Background: an optimization exercise with open tools, aiming at small area. Do not read the settings as production practice. Only simulation tests tie the RTL to the original design; equivalence was not proved. Power and IR drop assume default switching activity.

==> flow/design.v <==
module UNIT_FINAL(clk, reset, tr1, tr2, tr3, tr4, ov, uv, TEM, db, col1, col2, col3, col4,
            ad_in, adclk, cs_n, K_1, K_2, K_3, K_4, K_5, rcvd, sent,
            LED1, LED2, LED3, LED4, LED5, LED6, LED7, LED8, LED9, LED10);
	input	clk;
	input	reset;
	input	tr1, tr2, tr3, tr4;
	input	ov, db, uv, TEM;
	input	col1, col2, col3, col4;
	input	rcvd;
	input	ad_in;
	output	adclk, cs_n;
	output	sent;
	output	K_1, K_2, K_3, K_4, K_5;
	output	LED1, LED2, LED3, LED4, LED5, LED6, LED7, LED8, LED9, LED10;
	reg		LED1, LED2, LED3, LED4, LED5, LED6, LED7, LED8, LED9, LED10;
	reg		K_1, K_2, K_3, K_4;
	assign	K_5 = 1'b0;
	function [8:0] lfsr9;
		input [8:0] s;
		lfsr9 = {s[7:0], ~(s[8] ^ s[4])};
	endfunction
	function [13:0] lfsr14;
		input [13:0] s;
		lfsr14 = {s[12:0], ~(s[13] ^ s[4] ^ s[2] ^ s[0])};
	endfunction
	function [14:0] lfsr15;
		input [14:0] s;
		lfsr15 = {s[13:0], ~(s[14] ^ s[13])};
	endfunction
	function [15:0] updn16;
		input [15:0] v;
		input up;
		integer i;
		reg c;
		begin
		c = 1'b1;
		for(i = 0; i < 16; i = i + 1)
			begin
			updn16[i] = v[i] ^ c;
			c = c & (v[i] == up);
			end
		end
	endfunction
	function [8:0] updn9;
		input [8:0] v;
		input up;
		integer i;
		reg c;
		begin
		c = 1'b1;
		for(i = 0; i < 9; i = i + 1)
			begin
			updn9[i] = v[i] ^ c;
			c = c & (v[i] == up);
			end
		end
	endfunction
	localparam	[8:0]L9_400 = 9'h150;
	localparam	[13:0]L14_5000 = 14'h3C07;
	localparam	[13:0]L14_9500 = 14'h39F4;
	localparam	[13:0]L14_9999 = 14'h3FF3;
	localparam	[14:0]L15_20000 = 15'h45E6;
	reg		[7:0]fh;
	reg		[5:0]fl;
	reg		[4:0]fc;         
	reg		rx_rdy;          
	wire	fh_199 = fh[7] & fh[6] & fh[2] & fh[1] & fh[0];
	wire	fl_39 = fl[5] & fl[2] & fl[1] & fl[0];
	wire	fl_37 = fl[5] & fl[2] & ~fl[1] & fl[0];
	wire	fl_38 = fl[5] & fl[2] & fl[1] & ~fl[0];
	wire	fl_12 = ~fl[4] & fl[3] & fl[2] & ~fl[1] & ~fl[0];
	wire	fl_19 = ~fl[5] & fl[4] & ~fl[3] & ~fl[2] & fl[1] & fl[0];
	wire	fl_lt20 = ~(fl[5] | (fl[4] & (fl[3] | fl[2])));
	always@(posedge clk)
	begin
	if(reset)
		begin
		fh <= 8'd174;
		fl <= 6'd15;
		fc <= 5'd31;
		rx_rdy <= 1'b0;
		end
	else
		begin
		if(fl_39)
			begin
			fl <= 6'd0;
			if(fh_199)
				fh <= 8'd0;
			else
				fh <= fh + 1'b1;
			end
		else
			fl <= fl + 1'b1;
		if(fh_199 && fl_37)                       
			begin
			if(fc != 5'd30)
				fc <= fc + 1'b1;
			end
		if(fh == 8'd102 && fl_12)                 
			rx_rdy <= 1'b1;
		end
	end
	wire	t1000 = (fh == 8'd24) && fl_38;
	wire	t2000 = (fh == 8'd49) && fl_38;
	wire	t3000 = (fh == 8'd74) && fl_38;
	reg		[15:0]ad_sr;
	reg		[15:0]volt;
	assign	cs_n = ~((fh < 8'd17) || (fh == 8'd17 && fl_lt20));
	assign	adclk = ~((fh != 8'd0) && (fh < 8'd17) && fl_lt20);
	always@(posedge clk)
	begin
	if(fh < 8'd16 && fl_19)
		ad_sr <= {ad_sr[14:0], ad_in};
	end
	always@(posedge clk)
	begin
	if(cs_n)
		volt <= ad_sr;
	end
	reg		rx_en;
	reg		[1:0]rcd;
	reg		[4:0]nb;
	reg		rx_err, over, rx_par;
	reg		[19:0]tsr;
	always@(posedge clk or negedge rx_en)
	begin
	if(!rx_en)
		rcd <= 2'b0;
	else
		rcd <= rcd + 1'b1;
	end
	always@(posedge clk or negedge rx_en)
	begin
	if(!rx_en)
		nb <= 5'b0;
	else if(rcd == 2'b11)
		nb <= nb + 1'b1;
	end
	wire	cap = (nb == 5'd22) && (rcd == 2'b11);
	wire	short_fr = (tsr[3:0] == 4'b1100 || tsr[3:0] == 4'b1000);
	wire	rx_shift = (rcd == 2'b01) &&
			((nb >= 5'd1 && nb <= 5'd4) || (nb == 5'd5 && !short_fr) ||
			 (nb >= 5'd6 && nb <= 5'd20));
	always@(posedge clk)
	begin
	if(reset)
		rx_en <= 1'b0;
	else if(rcvd && rx_rdy)
		rx_en <= 1'b1;
	else if(rx_err || over)
		rx_en <= 1'b0;
	else if(cap)
		rx_en <= 1'b0;
	end
	always@(posedge clk or negedge rx_en)
	begin
	if(!rx_en)
		begin
		rx_par <= 1'b1;
		rx_err <= 1'b0;
		over <= 1'b0;
		end
	else if(rcd == 2'b01)
		begin
		if(nb == 5'd0)
			begin
			if(!rcvd)
				rx_err <= 1'b1;
			end
		else if(nb == 5'd5 && short_fr)
			over <= 1'b1;
		else if(rx_shift || nb == 5'd21)
			rx_par <= rx_par ^ (~rcvd);
		else if(nb == 5'd22)
			begin
			if(rcvd || rx_par)
				rx_err <= 1'b1;
			end
		end
	else
		begin
		over <= 1'b0;
		rx_err <= 1'b0;
		end
	end
	always@(posedge clk)
	begin
	if(!rx_en)
		tsr <= 20'b0;
	else if(rx_shift)
		tsr <= {tsr[18:0], ~rcvd};
	end
	reg		start, stop, rst, check, pass;
	reg		syn;
	reg		Lockn;
	reg		[15:0]fre_data;
	reg		[15:0]nege;
	reg		pv;              
	reg		lock_delay;
	reg		[1:0]syn_error;
	reg		acc;             
	reg		[19:0]rsr1, rsr2;    
	reg		rv1, rv2;            
	reg		[1:0]cs;
	reg		[8:0]cnt;            
	reg		[15:0]comp_tri;
	wire	fault;
	wire	cnt_full = (cnt == L9_400);
	wire	lock_fr = over && tsr[3:0] == 4'b1100;
	wire	syn_fr = over && tsr[3:0] == 4'b1000;
	wire	tsr_zero = (tsr == 20'b0);
	wire	match = (rv1 ? (tsr == rsr1) : tsr_zero) || (rv2 ? (tsr == rsr2) : tsr_zero);
	wire	ref_over = acc && tsr[19:16] == 4'b1001;
	wire	cmd_over = acc && tsr[19:16] == 4'b1010;
	wire	[15:0]wd = tsr[15:0];
	wire	c1111 = (wd == 16'h1111);
	wire	c2222 = (wd == 16'h2222);
	wire	c4444 = (wd == 16'h4444);
	wire	c6666 = (wd == 16'h6666);
	wire	c8888 = (wd == 16'h8888);
	always@(posedge clk or posedge rst)
	begin
	if(rst)
		Lockn <= 1'b1;
	else if(reset)
		Lockn <= 1'b1;
	else if(lock_fr)
		begin
		if(!(!lock_delay && Lockn))
			Lockn <= 1'b0;
		end
	end
	always@(posedge clk)
	begin
	if(reset)
		lock_delay <= 1'b0;
	else if(!rst)
		begin
		if(lock_fr)
			lock_delay <= (!lock_delay && Lockn);
		else if(cnt_full)
			lock_delay <= 1'b0;
		end
	end
	always@(posedge clk)
	begin
	if(reset)
		begin
		syn_error <= 2'b0;
		syn <= 1'b0;
		end
	else if(syn_fr)
		begin
		if(!start || comp_tri <= 16'd10 || syn_error == 2'b11)
			begin
			syn_error <= 2'b0;
			syn <= 1'b1;
			end
		else
			syn_error <= syn_error + 1'b1;
		end
	else
		syn <= 1'b0;
	end
	always@(posedge clk)
	begin
	if(reset)
		begin
		cs <= 2'b0;
		fre_data <= 16'd40000;
		rv1 <= 1'b0;
		rv2 <= 1'b0;
		acc <= 1'b0;
		end
	else
		begin
		acc <= cap && match;
		if(cap)
			begin
			if(match)
				begin
				cs <= 2'b0;
				if(tsr[19:16] == 4'b1011 && !start)
					fre_data <= tsr[15:0];
				end
			else if(cs == 2'b00)
				begin
				cs <= 2'b01;
				rv1 <= 1'b1;
				end
			else if(cs == 2'b01)
				begin
				cs <= 2'b10;
				rv2 <= 1'b1;
				end
			else if(cs == 2'b10)
				begin
				cs <= 2'b00;
				rv1 <= 1'b1;
				end
			end
		else if(cnt_full)
			begin
			cs <= 2'b0;
			rv1 <= 1'b0;
			rv2 <= 1'b0;
			end
		end
	end
	always@(posedge clk)
	begin
	if(cap && !match)
		begin
		if(cs == 2'b00 || cs == 2'b10)
			rsr1 <= tsr;
		if(cs == 2'b01)
			rsr2 <= tsr;
		end
	end
	always@(posedge clk)
	begin
	if(reset || rx_en)
		cnt <= 9'd0;
	else if(!cnt_full)
		cnt <= lfsr9(cnt);
	end
	always@(posedge clk)
	begin
	if(reset || !start)
		begin
		nege <= 16'b0;
		pv <= 1'b0;
		end
	else if(ref_over)
		begin
		if(wd >= fre_data)
			begin
			nege <= 16'b0;
			pv <= 1'b0;
			end
		else
			begin
			nege <= wd;
			pv <= 1'b1;
			end
		end
	end
	wire	[15:0]pose = pv ? (fre_data - nege) : 16'd0;
	always@(posedge clk)
	begin
	if(reset)
		start <= 1'b0;
	else if(cmd_over)
		begin
		if(c1111 && !fault && Lockn)
			start <= 1'b1;
		else if(c2222 || c6666)
			start <= 1'b0;
		end
	else if(fault || !Lockn)
		start <= 1'b0;
	end
	always@(posedge clk)
	begin
	if(reset)
		stop <= 1'b0;
	else if(cmd_over)
		begin
		if(c2222)
			stop <= 1'b1;
		else if(c1111 || c4444 || c6666)
			stop <= 1'b0;
		end
	else if(fault || !Lockn)
		stop <= 1'b1;
	end
	always@(posedge clk)
	begin
	if(reset)
		rst <= 1'b0;
	else if(cmd_over)
		begin
		if(c4444 && !start)
			rst <= 1'b1;
		end
	else
		rst <= 1'b0;
	end
	always@(posedge clk)
	begin
	if(reset)
		check <= 1'b0;
	else if(cmd_over)
		begin
		if(c8888 && !start && Lockn)
			check <= 1'b1;
		else if(c1111 || c2222 || c4444 || c6666)
			check <= 1'b0;
		end
	else if(!Lockn)
		check <= 1'b0;
	end
	always@(posedge clk)
	begin
	if(reset)
		pass <= 1'b0;
	else if(cmd_over)
		begin
		if(c6666 && Lockn)
			pass <= 1'b1;
		else if(c1111 || c2222 || c4444)
			pass <= 1'b0;
		end
	else if(!Lockn)
		pass <= 1'b0;
	end
	reg		[13:0]ck_s;
	reg		[1:0]ck_p;
	reg		ck_w;
	reg		[14:0]bypass;        
	reg		PA1, PA2;
	reg		[8:0]d_data1, d_data2;      
	wire	d1_full = d_data1[8] & d_data1[4] & d_data1[3];
	wire	d2_full = d_data2[8] & d_data2[4] & d_data2[3];
	wire	d1_zero = (d_data1 == 9'b0);
	wire	d2_zero = (d_data2 == 9'b0);
	reg		DIR;
	reg		fault1, fault2, fault3, fault4;
	wire	ct_top = (comp_tri == fre_data);
	wire	ct_zero = (comp_tri == 16'b0);
	wire	ct_up = DIR ? ~ct_top : ct_zero;
	wire	[15:0]ct = {1'b0, comp_tri[15:1]};
	wire	[16:0]pa1_s = {1'b0, pose} + {1'b0, ~ct} + {16'b0, DIR};
	wire	[16:0]pa2_s = {1'b0, nege} + {1'b0, ~ct} + {16'b0, DIR};
	always@(posedge clk)
	begin
	if(reset)
		begin
		comp_tri <= 16'b0;
		DIR <= 1'b0;
		end
	else if(syn)
		begin
		comp_tri <= 16'b0;
		DIR <= 1'b1;
		end
	else
		begin
		if(DIR ? ct_top : ct_zero)
			DIR <= ~DIR;
		comp_tri <= updn16(comp_tri, ct_up);
		end
	end
	always@(posedge clk)
	begin
	if(reset)
		PA1 <= 1'b0;
	else if(pose < fre_data[15:1])
		begin
		if(DIR ^ pa1_s[16])
			PA1 <= DIR;
		end
	else
		PA1 <= 1'b0;
	end
	always@(posedge clk)
	begin
	if(reset)
		PA2 <= 1'b0;
	else if(nege < fre_data[15:1])
		begin
		if(DIR ^ pa2_s[16])
			PA2 <= DIR;
		end
	else
		PA2 <= 1'b0;
	end
	always@(posedge clk)
	begin
	if(reset || !fault)
		bypass <= 15'b0;
	else if(bypass != L15_20000)
		bypass <= lfsr15(bypass);
	end
	always@(posedge clk)
	begin
	if(reset)
		d_data1 <= 9'b0;
	else if(!(PA1 ? d1_full : d1_zero))
		d_data1 <= updn9(d_data1, PA1);
	end
	always@(posedge clk)
	begin
	if(reset)
		d_data2 <= 9'b0;
	else if(!(PA2 ? d2_full : d2_zero))
		d_data2 <= updn9(d_data2, PA2);
	end
	wire	pwm_on = start && pv && (nege != 16'b0);
	wire	byp_on = (bypass != 15'b0 && bypass != L15_20000) || pass;
	always@(posedge clk)
	begin
	if(reset)
		begin
		K_1 <= 1'b0;
		K_2 <= 1'b0;
		end
	else if(pwm_on)
		begin
		K_1 <= d1_full;
		K_2 <= d1_zero;
		end
	else if(check)
		begin
		K_1 <= (ck_p == 2'd0 && ck_w && col2);
		K_2 <= (ck_p == 2'd1 && ck_w && col1);
		end
	else if(byp_on)
		begin
		if(!fault1 && !fault3 && col2 && col4)
			K_1 <= 1'b1;
		else
			begin
			K_1 <= 1'b0;
			K_2 <= (!fault2 && !fault4 && col1 && col3);
			end
		end
	else
		begin
		K_1 <= 1'b0;
		K_2 <= 1'b0;
		end
	end
	always@(posedge clk)
	begin
	if(reset)
		begin
		K_3 <= 1'b0;
		K_4 <= 1'b0;
		end
	else if(pwm_on)
		begin
		K_3 <= d2_full;
		K_4 <= d2_zero;
		end
	else if(check)
		begin
		K_3 <= (ck_p == 2'd2 && ck_w && col4);
		K_4 <= (ck_p == 2'd3 && ck_w && col3);
		end
	else if(byp_on)
		begin
		if(!fault1 && !fault3 && col2 && col4)
			K_3 <= 1'b1;
		else
			begin
			K_3 <= 1'b0;
			K_4 <= (!fault2 && !fault4 && col1 && col3);
			end
		end
	else
		begin
		K_3 <= 1'b0;
		K_4 <= 1'b0;
		end
	end
	always@(posedge clk)
	begin
	if(reset || !check)
		begin
		ck_s <= 14'd0;
		ck_p <= 2'd0;
		ck_w <= 1'b1;
		end
	else if(ck_p == 2'd3 && !ck_w)
		;
	else if(ck_s == L14_9999)
		begin
		ck_s <= 14'd0;
		ck_p <= ck_p + 1'b1;
		ck_w <= 1'b1;
		end
	else
		begin
		ck_s <= lfsr14(ck_s);
		if(ck_s == L14_9500)
			ck_w <= 1'b0;
		end
	end
	reg		[8:0]call_count1;
	reg		[2:0]call_count2;
	reg		connect;
	reg		call_fault;
	reg		ready;
	wire	switch_fault1, switch_fault2, switch_fault3, switch_fault4;
	wire	ov_fault, uv_fault, TEM_fault, db_fault;
	always@(posedge clk or posedge rst)
	begin
	if(rst)
		ready <= 1'b0;
	else if(reset)
		ready <= 1'b0;
	else if(syn || start || check)
		ready <= 1'b1;
	end
	always@(posedge clk)
	begin
	if(reset || !ready || !rcvd)
		call_count1 <= 9'b0;
	else if(call_count1 != L9_400)
		call_count1 <= lfsr9(call_count1);
	end
	always@(posedge clk)
	begin
	if(reset)
		begin
		connect <= 1'b0;
		call_count2 <= 3'b0;
		end
	else if(ready)
		begin
		if(syn)
			connect <= 1'b1;
		else if(ct_top)
			begin
			connect <= 1'b0;
			if(connect)
				call_count2 <= 3'b0;
			else if(!call_count2[2])
				call_count2 <= call_count2 + 1'b1;
			end
		end
	else
		call_count2 <= 3'b0;
	end
	always@(posedge clk)
	begin
	if(reset || !ready)
		call_fault <= 1'b0;
	else if(call_count1 == L9_400 || call_count2[2])
		call_fault <= 1'b1;
	end
	wire	ck_at5000 = (ck_s == L14_5000);
	always@(posedge clk or posedge rst)
	begin
	if(rst)
		begin
		fault1 <= 1'b0;
		fault2 <= 1'b0;
		fault3 <= 1'b0;
		fault4 <= 1'b0;
		end
	else if(reset)
		begin
		fault1 <= 1'b0;
		fault2 <= 1'b0;
		fault3 <= 1'b0;
		fault4 <= 1'b0;
		end
	else if(ck_at5000 && ck_p == 2'd0)
		begin
		if(col1 && col2)
			fault1 <= 1'b1;
		if(!col2)
			fault2 <= 1'b1;
		if(!col3)
			fault3 <= 1'b1;
		if(!col4)
			fault4 <= 1'b1;
		end
	else if(ck_at5000 && ck_p == 2'd1)
		begin
		if(!col1)
			fault1 <= 1'b1;
		if(col2 && col1)
			fault2 <= 1'b1;
		if(!col3)
			fault3 <= 1'b1;
		if(!col4)
			fault4 <= 1'b1;
		end
	else if(ck_at5000 && ck_p == 2'd2)
		begin
		if(!col1)
			fault1 <= 1'b1;
		if(!col2)
			fault2 <= 1'b1;
		if(col3 && col4)
			fault3 <= 1'b1;
		if(!col4)
			fault4 <= 1'b1;
		end
	else if(ck_at5000 && ck_p == 2'd3)
		begin
		if(!col1)
			fault1 <= 1'b1;
		if(!col2)
			fault2 <= 1'b1;
		if(!col3)
			fault3 <= 1'b1;
		if(col4 && col3)
			fault4 <= 1'b1;
		end
	else
		begin
		if(switch_fault1)
			fault1 <= 1'b1;
		if(switch_fault2)
			fault2 <= 1'b1;
		if(switch_fault3)
			fault3 <= 1'b1;
		if(switch_fault4)
			fault4 <= 1'b1;
		end
	end
	wire	fclr = rst || reset;
	uf_error t1(clk, fclr, ~tr1, switch_fault1);
	uf_error t2(clk, fclr, ~tr2, switch_fault2);
	uf_error t3(clk, fclr, ~tr3, switch_fault3);
	uf_error t4(clk, fclr, ~tr4, switch_fault4);
	uf_error ov_f(clk, fclr, ov, ov_fault);
	uf_error TEM_f(clk, fclr, TEM, TEM_fault);
	uf_alarm uv_f(clk, fclr, uv, uv_fault);
	uf_alarm db_f(clk, fclr, db, db_fault);
	assign	fault = (call_fault || ov_fault || TEM_fault || fault1 || fault2 || fault3 || fault4);
	wire	[15:0]state = {2'b0, pass, check, ov_fault, uv_fault, TEM_fault, db_fault,
					fault1, fault2, fault3, fault4, start, (~Lockn), 1'b0, call_fault};
	reg		fault_en, fre_en, volt_en, state_en;
	reg		fault_delay1, fault_delay2, fre_en_delay, volt_en_delay, state_en_delay;
	reg		tx_en;
	always@(posedge clk)
	begin
	if(reset)
		begin
		fault_delay1 <= 1'b0;
		fault_delay2 <= 1'b0;
		fault_en <= 1'b0;
		end
	else
		begin
		fault_delay1 <= fault;
		fault_delay2 <= fault_delay1;
		fault_en <= fault_delay1 && !fault_delay2;
		end
	end
	always@(posedge clk)
	begin
	if(reset)
		begin
		volt_en <= 1'b0;
		volt_en_delay <= 1'b0;
		end
	else if(t1000)
		begin
		if(!tx_en)
			begin
			volt_en <= 1'b1;
			volt_en_delay <= 1'b0;
			end
		else
			volt_en_delay <= 1'b1;
		end
	else if(volt_en_delay && !tx_en)
		begin
		volt_en <= 1'b1;
		volt_en_delay <= 1'b0;
		end
	else
		volt_en <= 1'b0;
	end
	always@(posedge clk)
	begin
	if(reset)
		begin
		state_en <= 1'b0;
		state_en_delay <= 1'b0;
		end
	else if(t2000)
		begin
		if(!tx_en)
			begin
			state_en <= 1'b1;
			state_en_delay <= 1'b0;
			end
		else
			state_en_delay <= 1'b1;
		end
	else if(state_en_delay && !tx_en)
		begin
		state_en <= 1'b1;
		state_en_delay <= 1'b0;
		end
	else
		state_en <= 1'b0;
	end
	always@(posedge clk)
	begin
	if(reset)
		begin
		fre_en <= 1'b0;
		fre_en_delay <= 1'b0;
		end
	else if(t3000)
		begin
		if(!tx_en)
			begin
			fre_en <= 1'b1;
			fre_en_delay <= 1'b0;
			end
		else
			fre_en_delay <= 1'b1;
		end
	else if(fre_en_delay && !tx_en)
		begin
		fre_en <= 1'b1;
		fre_en_delay <= 1'b0;
		end
	else
		fre_en <= 1'b0;
	end
	reg		sent;
	reg		[3:0]tx_slot;
	reg		[4:0]tx_pos;
	reg		[2:0]tcd;
	reg		ta, tb;          
	reg		[15:0]trd;       
	reg		tf;              
	reg		tf_cur;          
	reg		tx_par;
	wire	[20:0]tx_word = tf_cur ? 21'b00101_111_00101_111_00101 :
			{2'b00, ta, ~(ta | tb), tb, trd};
	wire	[21:0]tx_rev;
	genvar	gi;
	generate
	for(gi = 0; gi < 21; gi = gi + 1)
		begin : g_rev
		assign tx_rev[gi + 1] = tx_word[20 - gi];
		end
	endgenerate
	assign	tx_rev[0] = 1'b0;
	wire	txb = tx_rev[tx_pos];            
	wire	tx_in = ~tx_slot[3] & ~(tx_slot[2] & tx_slot[1]);        
	wire	tx_p0 = (tx_pos == 5'd0);
	wire	en = (tcd == 3'd4) && tx_in && tx_p0;
	wire	tx_bit = tx_in && !tx_p0 && !(tx_pos[4] & (tx_pos[3] | (tx_pos[2] & tx_pos[1])));
	wire	tx_pb = tx_in && tx_pos[4] && tx_pos[2] && tx_pos[1] && !tx_pos[0];
	wire	tx_s3 = ~tx_slot[2] & tx_slot[1] & tx_slot[0];
	wire	tx_s6 = tx_slot[2] & tx_slot[1] & ~tx_slot[0];
	always@(posedge clk)
	begin
	if(reset || !tx_en)
		tcd <= 3'b0;
	else
		tcd <= tcd + 1'b1;
	end
	always@(posedge clk)
	begin
	if(reset)
		tx_en <= 1'b0;
	else if(fault_en || fre_en || state_en || volt_en)
		tx_en <= 1'b1;
	else if(tx_en && tx_p0 && (tf ? tx_s6 : tx_s3))
		tx_en <= 1'b0;
	end
	always@(posedge clk)
	begin
	if(fault_en)
		tf <= 1'b1;
	else if(fre_en)
		begin
		tf <= 1'b0;
		ta <= 1'b0;
		tb <= 1'b0;
		trd <= fre_data;
		end
	else if(state_en)
		begin
		tf <= 1'b0;
		ta <= 1'b1;
		tb <= 1'b0;
		trd <= state;
		end
	else if(volt_en)
		begin
		tf <= 1'b0;
		ta <= 1'b0;
		tb <= 1'b1;
		trd <= volt;
		end
	end
	always@(posedge clk)
	begin
	if(tx_en && en)
		tf_cur <= tf;
	end
	always@(posedge clk or negedge tx_en)
	begin
	if(!tx_en)
		begin
		tx_slot <= 4'd0;
		tx_pos <= 5'd0;
		end
	else if(tcd == 3'b111)
		begin
		if(tx_slot[3] && tx_slot[1] && tx_pos == 5'd5)
			begin
			tx_slot <= 4'd0;
			tx_pos <= 5'd0;
			end
		else if(tx_pos[4] && tx_pos[3])
			begin
			tx_slot <= tx_slot + 1'b1;
			tx_pos <= 5'd0;
			end
		else
			tx_pos <= tx_pos + 1'b1;
		end
	end
	always@(posedge clk or negedge tx_en)
	begin
	if(!tx_en)
		begin
		tx_par <= 1'b1;
		sent <= 1'b1;
		end
	else if(en)
		tx_par <= 1'b1;
	else if(tcd == 3'b011)
		begin
		if(tx_bit)
			begin
			sent <= txb;
			tx_par <= tx_par ^ txb;
			end
		else if(tx_pb)
			sent <= tx_par;
		else
			sent <= 1'b1;
		end
	end
	wire	led_st = (fc == 5'd30);
	wire	led_on = (fc >= 5'd6 && fc <= 5'd10) || (fc >= 5'd21 && fc <= 5'd29);
	always@(posedge clk)
	begin
	if(reset)
		begin
		{LED1, LED2, LED3, LED4, LED5, LED6, LED7, LED8, LED9, LED10} <= 10'b0;
		end
	else if(led_st)
		begin
		LED1 <= ~fault1;
		LED2 <= ~fault2;
		LED3 <= ~fault3;
		LED4 <= ~fault4;
		LED5 <= ~ov_fault;
		LED6 <= ~uv_fault;
		LED7 <= ~TEM_fault;
		LED8 <= ~call_fault;
		LED9 <= ~start;
		LED10 <= ~stop;
		end
	else
		{LED1, LED2, LED3, LED4, LED5, LED6, LED7, LED8, LED9, LED10} <= {10{led_on}};
	end
endmodule
module uf_error(clk, clr, in, out);
	input	clk;
	input	clr;
	input	in;
	output	out;
	reg		[3:0]e;
	always@(posedge clk)
	begin
	if(clr || !in)
		e <= 4'b0;
	else if(!out)
		e <= e + 1'b1;
	end
	assign	out = e[3] & e[0];       
endmodule
module uf_alarm(clk, clr, in, out);
	input	clk;
	input	clr;
	input	in;
	output	out;
	reg		out;
	reg		[3:0]count;
	always@(posedge clk)
	begin
	if(clr)
		begin
		count <= 4'b0;
		out <= 1'b0;
		end
	else if(in)
		begin
		if(!count[3])                    
			count <= count + 1'b1;
		else
			out <= 1'b1;
		end
	else
		begin
		if(count != 4'b0)
			count <= count - 1'b1;
		else
			out <= 1'b0;
		end
	end
endmodule
==> flow/flow/run.sh <==
#!/bin/bash
# Layout flow: the standard ORFS flow, with synthesis mapped for area.
# Synthesis runs the standard script (standard.sh synth, synth_recipe.tcl)
# with three ORFS settings changed:
#  - ABC_AREA=1 with an area-only ABC script (flow/abc_area.script),
#  - ADDER_MAP_FILE empty: no full/half-adder cell extraction,
#  - SYNTH_OPERATIONS_ARGS set: no Kogge-Stone carry-lookahead mapping.
# Registers are mapped by dfflibmap before ABC, exactly as in the
# standard synthesis. After synthesis the standard flow runs, with the
# clock tree built without dummy loads (flow/cts_args) and buf_1 cells
# as the input and output port buffers.
set -euo pipefail
S="$PWD/scripts_area"
rm -rf "$S"
cp -r "$FLOW_HOME/scripts" "$S"
cp flow/abc_area.script "$S/abc_area.script"
bash standard.sh SCRIPTS_DIR="$S" ABC_AREA=1 ADDER_MAP_FILE= \
    SYNTH_OPERATIONS_ARGS=-nofsm synth > synth.log 2>&1
bash standard.sh "CTS_ARGS=$(cat flow/cts_args)" \
    "BUFFER_PORTS_ARGS=-buffer_cell sky130_fd_sc_hd__buf_1" > layout.log 2>&1
==> flow/flow/abc_area.script <==
strash
dc2
dc2
dch -f
amap -m -F 2 -A 8
topo
stime -c
==> flow/flow/cts_args <==
-sink_clustering_enable -repair_clock_nets -sink_clustering_size 16 -sink_clustering_max_diameter 60 -buf_list sky130_fd_sc_hd__clkbuf_8 -dont_use_dummy_load
==> flow/standard.sh <==
#!/bin/bash
# synth_recipe.tcl (not shown) runs the flow's synth.tcl, then flattens the netlist and writes it again
# the make line also repeats each setting of config.mk as NAME=value (left out here)
make -C /OpenROAD-flow-scripts/flow DESIGN_CONFIG=/design/flow/config.mk WORK_HOME=/design/flow/orfs CLKGATE_MAP_FILE= SYNTH_SCRIPT=/design/flow/synth_recipe.tcl "${@:-finish}"
==> flow/config.mk <==
export PLATFORM = sky130hd
export DESIGN_NAME = UNIT_FINAL
export DESIGN_NICKNAME = UNIT_FINAL
export VERILOG_FILES = /design/flow/design.v
export SDC_FILE = /design/flow/constraint.sdc
export NUM_CORES = 4
export LEC_CHECK = 0
export CAP_MARGIN = 0
export CORE_MARGIN = 2
export CORE_UTILIZATION = 65
export CTS_BUF_LIST = sky130_fd_sc_hd__clkbuf_8
export CTS_CLUSTER_DIAMETER = 60
export CTS_CLUSTER_SIZE = 16
export GPL_TIMING_DRIVEN = 0
export SLEW_MARGIN = 0
==> flow/constraint.sdc <==
create_clock -name core_clock -period 6.0 [get_ports {clk}]
set_input_delay 1.2000 -clock core_clock [delete_from_list [all_inputs] [get_ports {clk}]]
set_output_delay 1.2000 -clock core_clock [all_outputs]
set_load 0.01 [all_outputs]
==> metrics.csv, run 1 <==
metric,value,unit
status,timing/DRC/antenna clean,
initial_core_util,66.7,%
dieHeight,160,um
clkLatencyLatePin,600,ps
synthesis.nets,1792,
tightestPinTransition,1280,ps
placed_cells,2136,
ir_drop,0.235,mV
fin_area,16800,sq um
cts-root-buf,clkbuf_8,
path_clk_slew,90,ps
synth.distinct_cells,55,
htreeDepth,1,
port_buffers,32,
r2r-start,nege[0],
yosys_warnings,3,
powerDensity,288,nW/um^2
synthArstFlopShare,7.50,%
clock_path_buffers,3,
layout_min_cycle_time,5230,ps
final_cells,2167,
max_cap_viol_count,0,
crit_top_cell,a21oi_1,
grt_util_all_layers,31.7,%
dp_hpwl,29.3,mm
rsz0062_at_grt,no,
slew_violations,0,
syn_to_final_growth,6.94,%
synth_top_area_cell,dfxtp_1,
grt_pass1_wl,66.2,mm
hold_viol_final,0,
drt_pass1_iterations,5,
clkSinkCount,360,
critPathMaxStageDelay,400,ps
reg2reg_depth,34,
routed_via_density,6.45,
synth_ff_type,dfxtp_1,
setup_viol,0,
grt_pass1_vias,12900,
fin_util,71.4,%
core_area,23600,sq um
ys_seq_area_share,52.4,%
drive_gt1_share,3.03,%
cts_made_buffers,28,
path_class,reg -> reg,
critPathBufInv,2,
syn_inst,1776,
cts_tree,done,
fp-row-count,56,
skew,50.1,ps
r2r_slack,770,ps
path_delay_family,compound AO/OA/AOI/OAI gates,
die-area,25500,sq um
routedWlPerCell,18.7,um
synth_top_area_share,30.7,%
ys_seq_elements,360,
worst-endpoint-arrival,5700,ps
place_congestion,0.934,
fillers,1879,
postPlaceCellArea,16400,sq um
worst_setup_path_end_kind,register,
min_path_type,reg -> async,
io_pins,34,
clock.fmax,191,MHz
grt_overflow,0,
ys_top_cells_by_area,"dfxtp_1, edfxtp_1, nor2_1, clkinv_1, o21ai_0",
avgSynthCellArea,8.87,sq um
crit_fanout,5,
cp-start-kind,register,
dr_total_vias,14000,
nNetsFinal,1865,
slew_headroom,14.5,%
drt.antenna.violating_nets,0,
syn_area,15800,sq um
antenna_found_initial,1,
hold_buffers,0,
crit_slowest_cell,dfxtp_1,
reg2reg_to,PA1,
route.detailed.drc,0,
post-route-period-util,87.1,%
die_w,160,um
grt_max_degree,49,
drtIter0Drc,1701,
routed_wl,40.5,mm
synth_edf_count,91,
required,6470,ps
leakage,5.62,nW
## cells by family (layout without fill, tap and decap cells)
kind of cell | count (synthesis) | in the layout | share of synthesized area [%]
AOI/OAI and AO/OA | 582 | 582 | 24.9
buffers and inverters | 249 | 320 | 5.96
and+or+nand+nor | 583 | 583 | 16.7
other | 1 | 2 | 0.0238
xor gates and xnor gates | 1 | 1 | 0.0556
DFF | 360 | 360 | 52.4
## per-stage QoR
step	setup WS (ps)	setup TNS (ps)	hold slack [ps]	power (mW)
global route	65.6	0	151	5.11
detailed placement	269	0	126	3.68
global placement	-1530	-82650	121	3.65
finish	772	0	123	4.85
floorplan	1670	0	74.8	3.45
CTS	126	0	132	4.81
## timing repair
item / CTS / global route
hold endpoints to repair: 0 / 0
endpoints found under the setup margin: 0 / 4
buffers inserted: 0 / 2
gates resized for setup: 0 / 2
## placed cells by master (no fill, tap or decap), types with 7 or more instances in the layout
cell         n
a2111oi_0    9
a211oi_1    28
a21oi_1     85
a221oi_1    59
a22oi_1     57
a31oi_1     19
buf_1       31
clkbuf_8    28
clkinv_1   247
dfrtp_1     23
dfxtp_1    242
edfxtp_1    91
nand2_1     79
nand3_1     19
nand4_1     34
nor2_1     291
nor2b_1     23
nor3_1      69
nor4_1      28
o211ai_1    11
o21a_1      23
o21ai_0    136
o21bai_1     9
o221ai_1    40
o22ai_1     62
or3_1        9
or4_1        7
## layer usage
metal / global-route usage [%] / routed length [um]
met1: 45.0 / 17500
met2: 49.7 / 18200
met3: 4.86 / 3420
met4: 11.3 / 1420
met5: 0 / 0
## final cells by class
| cell class | count | area, sq um | share of cell area, % |
|---|---|---|---|
| flip-flops and latches | 360 | 8260 | 49.0 |
| multi-input cells | 1167 | 6620 | 39.3 |
| inverters | 248 | 932 | 5.53 |
| well taps | 319 | 399 | 2.37 |
| clock buffers | 28 | 385 | 2.29 |
| repair buffers | 43 | 246 | 1.46 |
| plain buffers | 1 | 7.51 | 0.0446 |
| diodes | 1 | 2.50 | 0.0149 |
## power breakdown
| group | switching (mW) | internal, mW | total [mW] |
|---|---|---|---|
| clock | 0.737 | 0.416 | 1.15 |
| sequential | 0.148 | 2.60 | 2.74 |
| combinational | 0.602 | 0.355 | 0.957 |
## synth_stat cells, drive strengths merged (19+ instances only)
library cell	number
dfxtp	242
o22ai	62
o21a	23
edfxtp	91
a21oi	85
nor2b	23
a221oi	59
nor4	31
clkinv	248
dfrtp	23
nand4	34
o221ai	40
a211oi	28
a31oi	21
nor2	293
nand2	79
a22oi	57
o21ai	137
nor3	70
nand3	19
## sequential cells by signal, summed over array words and instances, names as in the netlist, 9 cells and up
signal	count
d_data1	9
trd	16
fre_data	16
cnt	9
rsr2	20
ck_s	14
rsr1	20
nege	16
bypass	15
comp_tri	16
call_count1	9
tsr	20
volt	16
ad_sr	16
d_data2	9
## worst max path at each step
stage | start | to | depth (start not counted)
6_report | nege[0] | PA1 | 34
5_1_grt | nege[0] | PA1 | 32
4_1_cts | fre_data[4] | comp_tri[15] | 23
3_5_place_dp | fre_data[4] | comp_tri[15] | 23
3_3_place_gp | reset | start | 4
2_1_floorplan | fre_data[4] | comp_tri[15] | 23
==> inputs of run 2 (changes only) <==
--- a/flow/flow/run.sh
+++ b/flow/flow/run.sh
@@ -3,5 +3,6 @@
 # Synthesis runs the standard script (standard.sh synth, synth_recipe.tcl)
 # with three ORFS settings changed:
-#  - ABC_AREA=1 with an area-only ABC script (flow/abc_area.script),
+#  - ABC_AREA=1 with an area-only ABC script (flow/abc_area.script:
+#    deepsyn logic restructuring, then area-only cell mapping),
 #  - ADDER_MAP_FILE empty: no full/half-adder cell extraction,
 #  - SYNTH_OPERATIONS_ARGS set: no Kogge-Stone carry-lookahead mapping.
==> flow/flow/abc_area.script (replaced) <==
strash
&get -n
&deepsyn -T 120
&put
dch -f
amap -m -F 2 -A 8
topo
stime -c
==> run 2 against run 1 <==
  * Still clean
  * Wire length decreased by 5.5%
  * Combinational power decreased by 13%
  * Clock-buffer cell count increased by 2
==> metrics.csv, run 2 <==
metric,value,unit,change
status,timing/DRC/antenna clean,,
dr_total_vias,13300,,-4.6%
final_common_cell,nor2_1,,
routed_wl,38.3,mm,-5.5%
crit_top_cell,o21ai_0,,
synth_top_family_by_area,compound AO/OA/AOI/OAI gates,,
leakage,5.65,nW,+0.53%
htreeDepth,1,,unchanged
drt.antenna.violating_nets,0,,unchanged
synth_most_common_cell,nor2_1,,
worst-endpoint-arrival,5560,ps,-140 ps
grt_util_all_layers,30.4,%,-1.3 points
crit_slowest_cell,dfxtp_1,,
clkLatencyLatePin,640,ps,+40 ps
syn_inst,1729,,-2.6%
grt_overflow,0,,unchanged
path_clk_slew,100,ps,about the same
synth.distinct_cells,57,,+3.6%
hold_viol_final,0,,unchanged
route.detailed.drc,0,,unchanged
cts-root-buf,clkbuf_8,,
required,6450,ps,-20 ps
drive_gt1_share,2.78,%,-0.25 points
core_area,23300,sq um,-1.2%
multiInputGateArea,6230,sq um,-5.9%
grt_pass1_vias,12100,,-6.5%
worst_setup_path_end_kind,register,,
antennaDiodeCount,0,,-1
seqPwrFrac,58.0,%,+1.5 points
clock.fmax,196,MHz,+2.3%
syn_area,15400,sq um,-2.5%
synth_top_area_cell,dfxtp_1,,
ir_drop,0.210,mV,-11%
ys_seq_elements,360,,unchanged
final_cells,2116,,-2.4%
ff_latch_area,8260,sq um,unchanged
combPwrFrac,17.4,%,-2.3 points
layout_min_cycle_time,5110,ps,-115 ps
path_class,reg -> reg,,
synth_ff_type,dfxtp_1,,
fillers,1909,,+1.6%
synthXorXnorAreaFrac,0,%,-0.056 points
powerDensity,293,nW/um^2,+1.6%
path_delay_family,compound AO/OA/AOI/OAI gates,,
port_buffers,32,,unchanged
cp-start-kind,register,,
drtIter0Drc,1381,,-19%
p_sw,1.45,mW,-2.4%
post-route-period-util,85.2,%,-1.9 points
p_int,3.35,mW,-0.46%
grt_max_degree,47,,-4.1%
synthArstFlopShare,7.50,%,unchanged
synth_top_area_share,31.5,%,+0.78 points
rsz0062_at_grt,no,,
io_pins,34,,unchanged
fin_util,70.4,%,-1.0 points
tightestPinTransition,1160,ps,-113 ps
antenna_found_initial,0,,-1
grt_pass1_wl,60.4,mm,-8.7%
ys_seq_area_share,53.7,%,+1.3 points
dieHeight,158,um,-1.2%
cts_tree,done,,
die-area,24900,sq um,-2.4%
skew,103,ps,+52.6 ps
power.share.switching,30.2,%,-0.42 points
routedWlPerCell,18.1,um,-3.2%
setup_viol,0,,unchanged
synthesis.nets,1745,,-2.6%
cts_made_buffers,30,,+7.1%
initial_core_util,65.9,%,-0.87 points
place_congestion,0.935,,about the same
crit_fanout,7,,+2
routed_via_density,6.30,,-2.3%
layout_common_cells,"nor2_1, dfxtp_1, clkinv_1",,
min_path_type,reg -> async,,
clock_path_buffers,3,,unchanged
cts_resized,0,,unchanged
die_w,158,um,-1.2%
drt_pass1_iterations,5,,unchanged
slew_violations,0,,unchanged
clkPwrFrac,24.6,%,+0.9 points
nNetsFinal,1815,,-2.7%
slew_headroom,21.7,%,+7.2 points
critPathMaxStageDelay,500,ps,+100 ps
synth_compound_area_share,23.8,%,-1.1 points
avgSynthCellArea,8.89,sq um,+0.18%
post_cts_buffers,0,,unchanged
critPathBufInv,2,,unchanged
yosys_warnings,3,,unchanged
synthAdderAreaFrac,0,%,unchanged
synth_edf_count,91,,unchanged
reg_top3,"rsr1 (20), rsr2 (20), tsr (20)",,
syn_to_final_growth,6.83,%,
synth_commonest_cells,"nor2_1, clkinv_1, dfxtp_1",,
max_cap_viol_count,0,,unchanged
fp-row-count,56,,unchanged
synthSimpleGateAreaFrac,16.5,%,-0.18 points
placed_cells,2086,,-2.3%
clkSinkCount,360,,unchanged
dp_hpwl,28.1,mm,-4.0%
finalPower,4.80,mW,-1.1%
muxShareOfSynthArea,0,%,unchanged
hold_buffers,0,,unchanged
ys_top_cells_by_area,"dfxtp_1, edfxtp_1, nor2_1, clkinv_1, o21ai_0",,
-- run 2: cell count changes after synthesis, sizes merged, moves of 10 or more --
| cell | change |
|---|---|
| a221oi | -32 |
| a22oi | -46 |
| a31oi | -10 |
| and3 | +13 |
| nand2 | +26 |
| nand3 | +14 |
| nand4 | -11 |
| nor2 | -45 |
| nor3 | -21 |
| o21ai | +24 |
| o221ai | -10 |
| o22ai | +43 |
-- run 2: power groups by stage --
stage / clock network, mW / registers (mW) / logic, mW
finish: 1.18 / 2.79 / 0.835
detailed placement: 0 / 2.83 / 0.823
global route: 1.28 / 2.80 / 0.930
global placement: 0 / 2.83 / 0.790
CTS: 1.21 / 2.78 / 0.826
floorplan: 0 / 2.78 / 0.636
-- run 2: logic make-up (layout without fill, tap and decap cells) --
| family | count (synthesis) | count (layout) |
|---|---|---|
| and+or+nand+nor | 559 | 559 |
| other | 1 | 1 |
| DFF | 360 | 360 |
| AOI/OAI and AO/OA | 566 | 566 |
| buffers and inverters | 243 | 311 |
-- run 2: worst reg2reg max path: cells and delay by family (launching register included) --
| kind | cells | cell delay (ps) |
|---|---|---|
| AOI/OAI and AO/OA | 22 | 3170 |
| and+or+nand+nor | 9 | 840 |
| DFF | 1 | 500 |
| buffers and inverters | 2 | 440 |
-- run 2: layout make-up --
class,count,area share [%]
Sequential cell,360,50.3
Timing Repair Buffer,38,1.23
Multi-Input combinational cell,1126,37.9
Tap cell,319,2.43
Inverter,242,5.53
Clock buffer,30,2.52
Buffer,1,0.0457
-- run 2: layer usage --
layer / wire (um) / vias up / GRT usage, %
met1: 17000 / 6245 / 43.1
met2: 17200 / 510 / 47.9
met4: 1290 / 0 / 10.1
li1: - / 6494 / -
met3: 2810 / 91 / 4.93
met5: 0 / - / 0
-- run 2: worst paths after layout --
check,from,to,slack (ps),cells past startpoint
max,fre_data[1],PA1,890,33
min,rst,ready,180,1
max reg2reg,fre_data[1],PA1,890,33
min reg2reg,rst,ready,180,1
max in group asynchronous,tx_en,tx_slot[2],5380,0
min in group core_clock,cnt[8],cnt[0],390,1
-- run 2: stage by stage --
step | hold slack, ps | setup TNS, ps | worst slack [ps] | instance area (sq um)
5_1_grt | 214 | 0 | 220 | 16400
3_3_place_gp | 155 | -9120 | -316 | 15900
2_1_floorplan | 89.4 | 0 | 1990 | 15400
3_5_place_dp | 155 | 0 | 1080 | 16000
4_1_cts | 176 | 0 | 987 | 16400
6_report | 178 | 0 | 887 | 16400
==> inputs of run 3 (changes only) <==
--- a/flow/design.v
+++ b/flow/design.v
@@ -111,10 +111,14 @@
 	always@(posedge clk)
 	begin
-	if(fh < 8'd16 && fl_19)
+	if(reset)
+		ad_sr <= 16'b0;
+	else if(fh < 8'd16 && fl_19)
 		ad_sr <= {ad_sr[14:0], ad_in};
 	end
 	always@(posedge clk)
 	begin
-	if(cs_n)
+	if(reset)
+		volt <= 16'b0;
+	else if(cs_n)
 		volt <= ad_sr;
 	end
@@ -311,5 +315,10 @@
 	always@(posedge clk)
 	begin
-	if(cap && !match)
+	if(reset)
+		begin
+		rsr1 <= 20'b0;
+		rsr2 <= 20'b0;
+		end
+	else if(cap && !match)
 		begin
 		if(cs == 2'b00 || cs == 2'b10)
@@ -866,5 +875,12 @@
 	always@(posedge clk)
 	begin
-	if(fault_en)
+	if(reset)
+		begin
+		tf <= 1'b0;
+		ta <= 1'b0;
+		tb <= 1'b0;
+		trd <= 16'b0;
+		end
+	else if(fault_en)
 		tf <= 1'b1;
 	else if(fre_en)
@@ -892,5 +908,7 @@
 	always@(posedge clk)
 	begin
-	if(tx_en && en)
+	if(reset)
+		tf_cur <= 1'b0;
+	else if(tx_en && en)
 		tf_cur <= tf;
 	end
--- a/flow/config.mk
+++ b/flow/config.mk
@@ -8,5 +8,5 @@
 export CAP_MARGIN = 0
 export CORE_MARGIN = 2
-export CORE_UTILIZATION = 65
+export CORE_UTILIZATION = 75
 export CTS_BUF_LIST = sky130_fd_sc_hd__clkbuf_8
 export CTS_CLUSTER_DIAMETER = 60
==> run 3 against run 2 <==
  * Total power down 4.8%
  * Setup slack worse by 42 ps
  * Clock skew is 56 ps lower
  * Worst hold slack got worse by 22 ps
  * Non-clock buffer count decreased by 2
  * Highest routed layer unchanged
  * Still clean on timing, DRC and antenna
  * Sequential power decreased by 4%
  * Largest cell class unchanged
==> metrics.csv, run 3 <==
metric,value,unit,change
status,timing/DRC/antenna clean,,
path_class,reg -> reg,,
grt_pass1_wl,66.5,mm,+10%
ys_seq_area_share,48.3,%,-5.4 points
critPathMaxStageDelay,530,ps,+30 ps
max_cap_viol_count,0,,unchanged
dieHeight,146,um,-7.2%
routed_wl,40.9,mm,+6.7%
synthesis.nets,1875,,+7.4%
crit_fanout,6,,-1
synth.distinct_cells,51,,-11%
synth_commonest_cells,"dfxtp_1, clkinv_1, nor2_1",,
layout_min_cycle_time,5160,ps,+42.1 ps
cp-start-kind,register,,
crit_slowest_cell,dfxtp_1,,
post-route-period-util,85.9,%,+0.70 points
ys_seq_elements,360,,unchanged
hold_viol_final,0,,unchanged
grt_util_all_layers,37.4,%,+7.0 points
layout_common_cells,"dfxtp_1, clkinv_1, nor2_1",,
cts_resized,0,,unchanged
clock.fmax,194,MHz,-0.82%
nNetsFinal,1942,,+7.0%
dp_hpwl,29.3,mm,+4.2%
fp-row-count,52,,-7.1%
synth_top_area_share,43.8,%,+12 points
synth_most_common_cell,dfxtp_1,,
synth_top_area_cell,dfxtp_1,,
drive_gt1_share,2.08,%,-0.70 points
die_w,146,um,-7.2%
worst-endpoint-arrival,5690,ps,+130 ps
port_buffers,32,,unchanged
finalPower,4.57,mW,-4.8%
path_clk_slew,100,ps,about the same
cts_made_buffers,29,,-3.3%
route.detailed.drc,0,,unchanged
rsz0062_at_grt,no,,
required,6540,ps,+90 ps
routed_via_density,6.66,,+5.6%
synthArstFlopShare,7.50,%,unchanged
synth_ff_type,dfxtp_1,,
htreeDepth,1,,unchanged
skew,46.6,ps,-56.1 ps
grt_pass1_vias,13700,,+13%
antennaDiodeCount,0,,unchanged
cts_tree,done,,
min_path_type,reg -> async,,
slew_headroom,24.8,%,+3.1 points
cts-root-buf,clkbuf_8,,
clock_path_buffers,3,,unchanged
hold_ws,156,ps,-21.5 ps
fin_util,80.4,%,+10 points
place_congestion,0.955,,+2.2%
core_area,20000,sq um,-14%
reg_top3,"rsr1 (20), rsr2 (20), tsr (20)",,
ir_drop,0.278,mV,+33%
routedWlPerCell,18.6,um,+2.9%
worst_setup_path_end_kind,register,,
synth_edf_count,0,,-100%
post_cts_buffers,0,,unchanged
slew_violations,0,,unchanged
powerDensity,284,nW/um^2,-3.0%
grt_overflow,0,,unchanged
dr_total_vias,14600,,+9.5%
grt_max_degree,46,,-2.1%
drt_pass1_iterations,6,,+1
crit_top_cell,o21ai_0,,
clkSinkCount,360,,unchanged
drtIter0Drc,1507,,+9.1%
setup_viol,0,,unchanged
yosys_warnings,3,,unchanged
hold_buffers,0,,unchanged
final_common_cell,dfxtp_1,,
syn_area,15200,sq um,-1.0%
clkLatencyLatePin,600,ps,-40 ps
ys_top_cells_by_area,"dfxtp_1, clkinv_1, o22ai_1, nor2_1, o21ai_0",,
avgSynthCellArea,8.18,sq um,-7.9%
tightestPinTransition,1130,ps,-36.2 ps
leakage,5.42,nW,-4.2%
tns,0,ps,unchanged
die-area,21400,sq um,-14%
initial_core_util,75.9,%,+10 points
syn_inst,1859,,+7.5%
antenna_found_initial,0,,unchanged
io_pins,34,,unchanged
syn_to_final_growth,5.93,%,
drt.antenna.violating_nets,0,,unchanged
## run 3: cell types whose count changed after synthesis, moves of 18 or more
cell	previous run	this run
dfxtp_1	242	333
edfxtp_1	91	0
o22ai_1	105	185
clkinv_1	242	319
o21ai_0	161	137
a222oi_1	1	20
a22oi_1	11	29
nand2_1	105	87
## run 3: layout make-up
type	instances	area, sq um
Buffer	1	7.51
Fill cell	1423	3930
Sequential cell	360	7350
Timing Repair Buffer	36	165
Tap cell	270	338
Clock buffer	29	399
Multi-Input combinational cell	1179	6660
Inverter	319	1200
## run 3: kinds of logic after synthesis
logic type / count (synthesis) / share of synthesized area, %
buffers and inverters: 320 / 7.92
other: 1 / 0.0247
AO/OA/AOI/OAI: 635 / 27.4
flip-flops: 360 / 48.3
AND/OR/NAND/NOR: 543 / 16.4
## run 3: where the power goes
part / switching [mW] / leakage, nW / internal, mW / total, mW
Clock: 0.736 / 0.209 / 0.430 / 1.17
Combinational: 0.481 / 2.17 / 0.255 / 0.737
Sequential: 0.156 / 3.04 / 2.52 / 2.67
## run 3: routing by layer
| layer | GRT usage (%) | share of wire [%] | wire [um] | vias to the layer above |
|---|---|---|---|---|
| li1 | - | - | - | 6921 |
| met1 | 49.0 | 40 | 16200 | 6784 |
| met2 | 62.0 | 46 | 18800 | 743 |
| met3 | 5.25 | 9.4 | 3840 | 157 |
| met4 | 16.9 | 5.0 | 2050 | 0 |
| met5 | 0 | 0 | 0 | - |
## run 3: worst paths after layout
path                              start  endpoint  slack (ps)  cells past startpoint
setup / recovery            fre_data[1]       PA1         840                     32
hold / removal                      rst    fault1         160                      1
setup reg to reg            fre_data[1]       PA1         840                     32
hold reg to reg                     rst    fault1         160                      1
max in group asynchronous         rx_en     nb[2]        5380                      0
min in group core_clock    fault_delay2  fault_en         400                      1
## run 3: stage by stage
step	worst slack (ps)	cells	cell area, sq um
global placement	-1180	2161	15700
detailed placement	1060	2164	15700
global route	310	2194	16100
floorplan	2000	1859	15200
CTS	1020	2193	16100
finish	845	2194	16100
## run 3: critical path: cells and delay by family, from the launching register on
kind / cells / cell delay [ps]
AO/OA/AOI/OAI: 20 / 2970
buffers and inverters: 2 / 510
flip-flops: 1 / 530
AND/OR/NAND/NOR: 10 / 1100
==> inputs of run 4 (changes only) <==
--- a/flow/config.mk
+++ b/flow/config.mk
@@ -8,5 +8,5 @@
 export CAP_MARGIN = 0
 export CORE_MARGIN = 2
-export CORE_UTILIZATION = 75
+export CORE_UTILIZATION = 65
 export CTS_BUF_LIST = sky130_fd_sc_hd__clkbuf_8
 export CTS_CLUSTER_DIAMETER = 60
==> run 4 against run 3 <==
  * Total power about the same
  * First-iteration DRC count shrank 4.4%
  * Via count down 2.9%
  * Combinational power barely moved
  * Die area rose by 15%
  * Cell area rose by 0.33%
  * Largest power group unchanged
  * Critical endpoint unchanged
  * Sequential cell count unchanged
  * Highest routed layer is now met5
  * Non-clock buffer count shrank 1
==> metrics.csv, run 4 <==
metric,value,unit,change
layout_common_cells,"dfxtp_1, clkinv_1, nor2_1",,
post_cts_buffers,0,,unchanged
critPathMaxStageDelay,510,ps,-20 ps
path_class,reg -> reg,,
syn_inst,1859,,unchanged
yosys_warnings,3,,unchanged
multiInputGateArea,6660,sq um,about the same
ys_top_cells_by_area,"dfxtp_1, clkinv_1, o22ai_1, nor2_1, o21ai_0",,
reg_top3,"rsr1 (20), rsr2 (20), tsr (20)",,
rsz0062_at_grt,no,,
place_congestion,0.952,,-0.30%
r2r_slack,900,ps,+50 ps
layout_min_cycle_time,5100,ps,-51.3 ps
grt_max_degree,46,,unchanged
ir_drop,0.222,mV,-20%
port_buffers,32,,unchanged
min_path_type,reg -> async,,
crit_top_cell,o21ai_0,,
grt_pass1_wl,64.3,mm,-3.4%
grt_pass1_vias,12800,,-6.2%
ys_seq_elements,360,,unchanged
clkSinkCount,360,,unchanged
dieHeight,157,um,+7.2%
tns,0,ps,unchanged
path_clk_slew,100,ps,about the same
initial_core_util,66.8,%,-9.1 points
routed_via_density,6.34,,-4.7%
crit_fanout,6,,unchanged
synth_most_common_cell,dfxtp_1,,
route.detailed.drc,0,,unchanged
avgSynthCellArea,8.18,sq um,unchanged
status,timing/DRC/antenna clean,,
cts_resized,0,,unchanged
r2r-start,fre_data[1],,
htreeDepth,1,,unchanged
synth_edf_count,0,,unchanged
worst-endpoint-arrival,5620,ps,-70 ps
antenna_found_initial,1,,+1
die_w,157,um,+7.2%
cts-root-buf,clkbuf_8,,
cts_made_buffers,29,,unchanged
grt_overflow,0,,unchanged
skew,46.2,ps,-0.347 ps
synthArstFlopShare,7.50,%,unchanged
worst_setup_path_end_kind,register,,
grt_util_all_layers,32.1,%,-5.3 points
post-route-period-util,85.1,%,-0.85 points
cp-start-kind,register,,
synth_commonest_cells,"dfxtp_1, clkinv_1, nor2_1",,
required,6520,ps,-20 ps
crit_slowest_cell,dfxtp_1,,
io_pins,34,,unchanged
fillers,1898,,+33%
syn_to_final_growth,6.28,%,
clock_path_buffers,3,,unchanged
ys_seq_area_share,48.3,%,unchanged
hold_viol_final,0,,unchanged
ff_latch_area,7350,sq um,unchanged
synth.distinct_cells,51,,unchanged
syn_area,15200,sq um,unchanged
synthesis.nets,1875,,unchanged
reg2reg_depth,32,,unchanged
synth_ff_type,dfxtp_1,,
fin_util,71.0,%,-9.4 points
reg2reg_to,PA1,,
slew_headroom,23.4,%,-1.4 points
clkLatencyLatePin,590,ps,about the same
drtIter0Drc,1440,,-4.4%
drt.antenna.violating_nets,0,,unchanged
core_area,22800,sq um,+14%
synth_top_area_share,43.8,%,unchanged
final_common_cell,dfxtp_1,,
routedWlPerCell,17.8,um,-4.5%
leakage,5.41,nW,about the same
fp-row-count,55,,+5.8%
routed_wl,39.8,mm,-2.7%
dr_total_vias,14200,,-2.9%
die-area,24600,sq um,+15%
hold_buffers,0,,unchanged
drt_pass1_iterations,6,,unchanged
powerDensity,283,nW/um^2,-0.27%
cts_tree,done,,
antennaDiodeCount,0,,unchanged
setup.worst_path.start,fre_data[1],,
setup_viol,0,,unchanged
drive_gt1_share,2.08,%,about the same
dp_hpwl,28.9,mm,-1.5%
synth_top_area_cell,dfxtp_1,,
slew_violations,0,,unchanged
clock.fmax,196,MHz,+1.0%
max_cap_viol_count,0,,unchanged
nNetsFinal,1941,,-0.051%
tightestPinTransition,1150,ps,+21.4 ps
==> run 4: logic make-up after synthesis <==
family          Yosys count  share of synthesized area (%)
flops                   360                           48.3
buf+inv                 320                           7.92
compound gates          635                           27.4
other cells               1                         0.0247
simple gates            543                           16.4
==> run 4: cell type report <==
| type | count | area share, % |
|---|---|---|
| clock buffer | 29 | 2.47 |
| timing repair buffer | 35 | 0.975 |
| sequential | 360 | 45.5 |
| tap | 313 | 2.42 |
| buffer | 1 | 0.0464 |
| inverter | 319 | 7.41 |
| multi-input combinational | 1179 | 41.2 |
==> run 4: critical path: cells and delay by family, from the launching register on <==
family,cells,cell delay (ps)
AOI/OAI and AO/OA,20,2940
and+or+nand+nor,10,1080
DFF,1,510
buffers and inverters,2,500
==> run 4: metrics by stage <==
stage / cells / hold WS [ps] / power [mW] / setup WS [ps] / cell area, sq um
2_1_floorplan: 1859 / 90.3 / 3.23 / 2000 / 15200
3_3_place_gp: 2204 / 142 / 3.41 / -1300 / 15700
3_5_place_dp: 2207 / 150 / 3.44 / 1130 / 15800
4_1_cts: 2236 / 161 / 4.57 / 1060 / 16200
5_1_grt: 2236 / 190 / 4.78 / 402 / 16200
6_report: 2236 / 152 / 4.58 / 896 / 16200
==> run 4: layer usage <==
metal,vias up,routed length [um],global-route usage (%)
met5,-,13,0
met4,2,1130,10.5
met3,90,2920,4.41
met2,561,18300,53.4
met1,6613,17400,43.2
li1,6919,-,-
==> run 4: worst max-delay path by stage <==
stage	to	slack [ps]
4_1_cts	PA1	1060
6_report	PA1	900
3_3_place_gp	trd[7]	-1300
3_5_place_dp	PA1	1130
2_1_floorplan	PA1	2000
5_1_grt	PA1	400
==> run 4: report_power, final <==
part	internal (mW)	switching [mW]	leakage, nW
clock	0.430	0.737	0.209
sequential	2.52	0.157	3.04
combinational	0.255	0.481	2.16
total	3.20	1.38	5.41
==> inputs of run 5 (changes only) <==
--- a/flow/design.v
+++ b/flow/design.v
@@ -20,4 +20,8 @@
 		lfsr9 = {s[7:0], ~(s[8] ^ s[4])};
 	endfunction
+	function [8:0] lfsr9_back;
+		input [8:0] s;
+		lfsr9_back = {~s[0] ^ s[5], s[8:1]};
+	endfunction
 	function [13:0] lfsr14;
 		input [13:0] s;
@@ -56,4 +60,5 @@
 		end
 	endfunction
+	localparam	[8:0]L9_280 = 9'h196;
 	localparam	[8:0]L9_400 = 9'h150;
 	localparam	[13:0]L14_5000 = 14'h3C07;
@@ -430,7 +435,7 @@
 	reg		[14:0]bypass;        
 	reg		PA1, PA2;
-	reg		[8:0]d_data1, d_data2;      
-	wire	d1_full = d_data1[8] & d_data1[4] & d_data1[3];
-	wire	d2_full = d_data2[8] & d_data2[4] & d_data2[3];
+	reg		[8:0]d_data1, d_data2;
+	wire	d1_full = (d_data1 == L9_280);
+	wire	d2_full = (d_data2 == L9_280);
 	wire	d1_zero = (d_data1 == 9'b0);
 	wire	d2_zero = (d_data2 == 9'b0);
@@ -498,5 +503,5 @@
 		d_data1 <= 9'b0;
 	else if(!(PA1 ? d1_full : d1_zero))
-		d_data1 <= updn9(d_data1, PA1);
+		d_data1 <= PA1 ? lfsr9(d_data1) : lfsr9_back(d_data1);
 	end
 	always@(posedge clk)
@@ -505,5 +510,5 @@
 		d_data2 <= 9'b0;
 	else if(!(PA2 ? d2_full : d2_zero))
-		d_data2 <= updn9(d_data2, PA2);
+		d_data2 <= PA2 ? lfsr9(d_data2) : lfsr9_back(d_data2);
 	end
 	wire	pwm_on = start && pv && (nege != 16'b0);
==> flow/flow/abc_area.script (replaced) <==
strash
&get -n
&deepsyn -T 120
&put
dch -f
amap -m -F 4 -A 16
topo
stime -c
==> run 5 against run 4 <==
  * Global-route usage grew 0.53 points
  * Critical endpoint unchanged
  * Sequential cell count is the same
  * First-iteration DRC count grew 5.4%
  * Maximum frequency grew 0.26%
  * Total power shrank 3.5%
  * Setup slack gained 13 ps
  * Via count is essentially flat
  * Utilization shrank 0.69 points
  * Sequential share of layout area grew 0.87 points
  * Die area shrank 1.7%
  * Clock skew grew 5.3 ps
==> metrics.csv, run 5 <==
metric,value,unit,change
grt_util_all_layers,32.6,%,+0.53 points
post-route-period-util,84.8,%,-0.22 points
drtIter0Drc,1518,,+5.4%
synthesis.nets,1834,,-2.2%
ys_seq_area_share,49.2,%,+0.85 points
powerDensity,278,nW/um^2,-1.7%
leakage,5.31,nW,-1.9%
avgSynthCellArea,8.22,sq um,+0.48%
syn_inst,1818,,-2.2%
fillers,1925,,+1.4%
crit_top_cell,o21ai_0,,
reg_top3,"rsr1 (20), rsr2 (20), tsr (20)",,
die-area,24200,sq um,-1.7%
final_common_cell,dfxtp_1,,
clock.fmax,196,MHz,+0.26%
ys_top_cells_by_area,"dfxtp_1, o22ai_1, clkinv_1, o21ai_0, nor2_1",,
place_congestion,0.973,,+2.2%
cts_made_buffers,30,,+3.4%
clkSinkCount,360,,unchanged
fin_area,15900,sq um,-1.9%
routedWlPerCell,18.4,um,+3.6%
routed_via_density,6.54,,+3.2%
grt_overflow,0,,unchanged
clkPwrFrac,26.8,%,+1.3 points
p_int,3.14,mW,-2.0%
fp-row-count,55,,unchanged
crit_fanout,7,,+1
port_buffers,32,,unchanged
placed_cells,2137,,-3.2%
clock_path_buffers,3,,unchanged
synth_edf_count,0,,unchanged
fin_util,70.3,%,-0.69 points
rsz0062_at_grt,no,,
syn_to_final_growth,6.13,%,
synth_commonest_cells,"dfxtp_1, clkinv_1, o22ai_1",,
routed_wl,40.0,mm,+0.46%
worst-endpoint-arrival,5610,ps,about the same
core_area,22600,sq um,-0.91%
dieHeight,156,um,-0.85%
combPwrFrac,13.7,%,-2.4 points
ff_latch_area,7350,sq um,unchanged
path_class,reg -> reg,,
tightestPinTransition,1030,ps,-123 ps
synth_top_area_cell,dfxtp_1,,
multiInputGateArea,6400,sq um,-4.0%
cts-root-buf,clkbuf_8,,
max_cap_viol_count,0,,unchanged
dr_total_vias,14200,,+0.078%
slew_violations,0,,unchanged
post_cts_buffers,0,,unchanged
final_cells,2169,,-3.0%
io_pins,34,,unchanged
ys_seq_elements,360,,unchanged
drive_gt1_share,2.13,%,+0.045 points
layout_common_cells,"dfxtp_1, clkinv_1, o22ai_1",,
ir_drop,0.179,mV,-19%
route.detailed.drc,0,,unchanged
antenna_found_initial,1,,unchanged
cts_tree,done,,
htreeDepth,1,,unchanged
syn_area,14900,sq um,-1.7%
synth_top_area_share,44.6,%,+0.77 points
hold_viol_final,0,,unchanged
path_clk_slew,100,ps,about the same
synthArstFlopShare,7.50,%,unchanged
critPathMaxStageDelay,440,ps,-70 ps
yosys_warnings,3,,unchanged
p_sw,1.28,mW,-7.2%
required,6520,ps,about the same
synth.distinct_cells,51,,unchanged
tns,0,ps,unchanged
postPlaceCellArea,15400,sq um,-2.0%
power.share.switching,28.9,%,-1.1 points
synth_most_common_cell,dfxtp_1,,
cp-start-kind,register,,
seqPwrFrac,59.5,%,+1.1 points
nNetsFinal,1900,,-2.1%
synth_ff_type,dfxtp_1,,
clkLatencyLatePin,610,ps,+20 ps
drt.antenna.violating_nets,0,,unchanged
die_w,156,um,-0.85%
grt_max_degree,57,,+24%
grt_pass1_wl,65.0,mm,+1.1%
cts_resized,0,,unchanged
initial_core_util,66.2,%,-0.56 points
slew_headroom,31.4,%,+8.0 points
dp_hpwl,29.2,mm,+1.2%
min_path_type,reg -> async,,
skew,51.5,ps,+5.30 ps
grt_pass1_vias,13000,,+1.5%
setup_viol,0,,unchanged
drt_pass1_iterations,9,,+3
layout_min_cycle_time,5090,ps,-13.1 ps
finalPower,4.41,mW,-3.5%
worst_setup_path_end_kind,register,,
status,timing/DRC/antenna clean,,
crit_slowest_cell,dfxtp_1,,
hold_buffers,0,,unchanged
[run 5: path summary, 6_finish.rpt]
check	start	end	slack, ps	depth (start not counted)
setup reg to reg	fre_data[1]	PA1	910	33
max in group asynchronous	tx_en	tx_slot[2]	5390	0
setup / recovery	fre_data[1]	PA1	910	33
hold / removal	rx_en	rx_err	200	0
min in group core_clock	fault_delay2	fault_en	390	1
hold reg to reg	rx_en	rx_err	200	0
[run 5: cell families (layout without fill, tap and decap cells)]
family,Yosys count,in the layout,synth area share [%]
AO/OA/AOI/OAI,636,636,27.5
buffers and inverters,320,384,8.06
AND/OR/NAND/NOR,501,501,15.3
flip-flops,360,360,49.2
other,1,3,0.0251
[run 5: layer usage]
| layer | vias to the layer above | global-route usage [%] | part of all wire (%) |
|---|---|---|---|
| li1 | 6791 | - | - |
| met1 | 6628 | 45.2 | 43 |
| met2 | 669 | 51.8 | 44 |
| met3 | 106 | 6.81 | 9.1 |
| met4 | 2 | 9.65 | 3.1 |
| met5 | - | 0 | 0.15 |
[run 5: layout make-up]
class	instances	share of cell area [%]
Clock buffer	30	2.60
Sequential cell	360	46.3
Multi-Input combinational cell	1138	40.3
Buffer	1	0.0473
Timing Repair Buffer	34	0.844
Inverter	319	7.56
Tap cell	285	2.25
Antenna cell	2	0.0316
[run 5: critical path: cells and delay by family (launching register included)]
kind | cells | cell delay (ps)
AO/OA/AOI/OAI | 24 | 3260
buffers and inverters | 1 | 320
flip-flops | 1 | 440
AND/OR/NAND/NOR | 8 | 1020
[run 5: power by group through the flow]
| stage | registers, mW | clock network [mW] | logic, mW |
|---|---|---|---|
| 2_1_floorplan | 2.63 | 0 | 0.447 |
| 3_3_place_gp | 2.67 | 0 | 0.572 |
| 3_5_place_dp | 2.67 | 0 | 0.588 |
| 4_1_cts | 2.62 | 1.20 | 0.590 |
| 5_1_grt | 2.64 | 1.28 | 0.673 |
| 6_report | 2.63 | 1.18 | 0.607 |
[run 5: per-stage QoR]
stage          hold slack, ps  setup slack [ps]
2_1_floorplan             120              1970
3_3_place_gp              206              -924
3_5_place_dp              213              1160
4_1_cts                   209              1130
5_1_grt                   256               238
6_report                  205               909

[afterwards: timing with drivers on the ports]
In the flow no input, the clock included, has a driving cell. The finished layouts below were timed again as built, in two steps.
Step 1 assumes that a clkbuf_16 drives the clock port and a buf_2 every other input.
Step 2 also shifts input and output timing later by t, the mid clock arrival at the registers, as if the neighbouring blocks saw the same clock.
Three values: ideal ports, drivers, drivers and shift; two values: the first two.
run | shift t [ns] | slack for setup (ns) | worst setup path at the end | latest minus earliest clock arrival (ns) | worst slew at a driven data input, ns
run 1 | 0.631 | 0.772 / 0.772 / 0.772 | register to register | 0.056 / 0.057 | 0.04
run 2 | 0.629 | 0.887 / 0.887 / 0.887 | register to register | 0.103 / 0.103 | 0.07
run 3 | 0.619 | 0.845 / 0.845 / 0.845 | register to register | 0.046 / 0.046 | 0.06
run 4 | 0.622 | 0.896 / 0.896 / 0.896 | register to register | 0.058 / 0.058 | 0.04
run 5 | 0.624 | 0.909 / 0.909 / 0.909 | register to register | 0.053 / 0.052 | 0.04
After both steps every run listed still meets setup and hold.
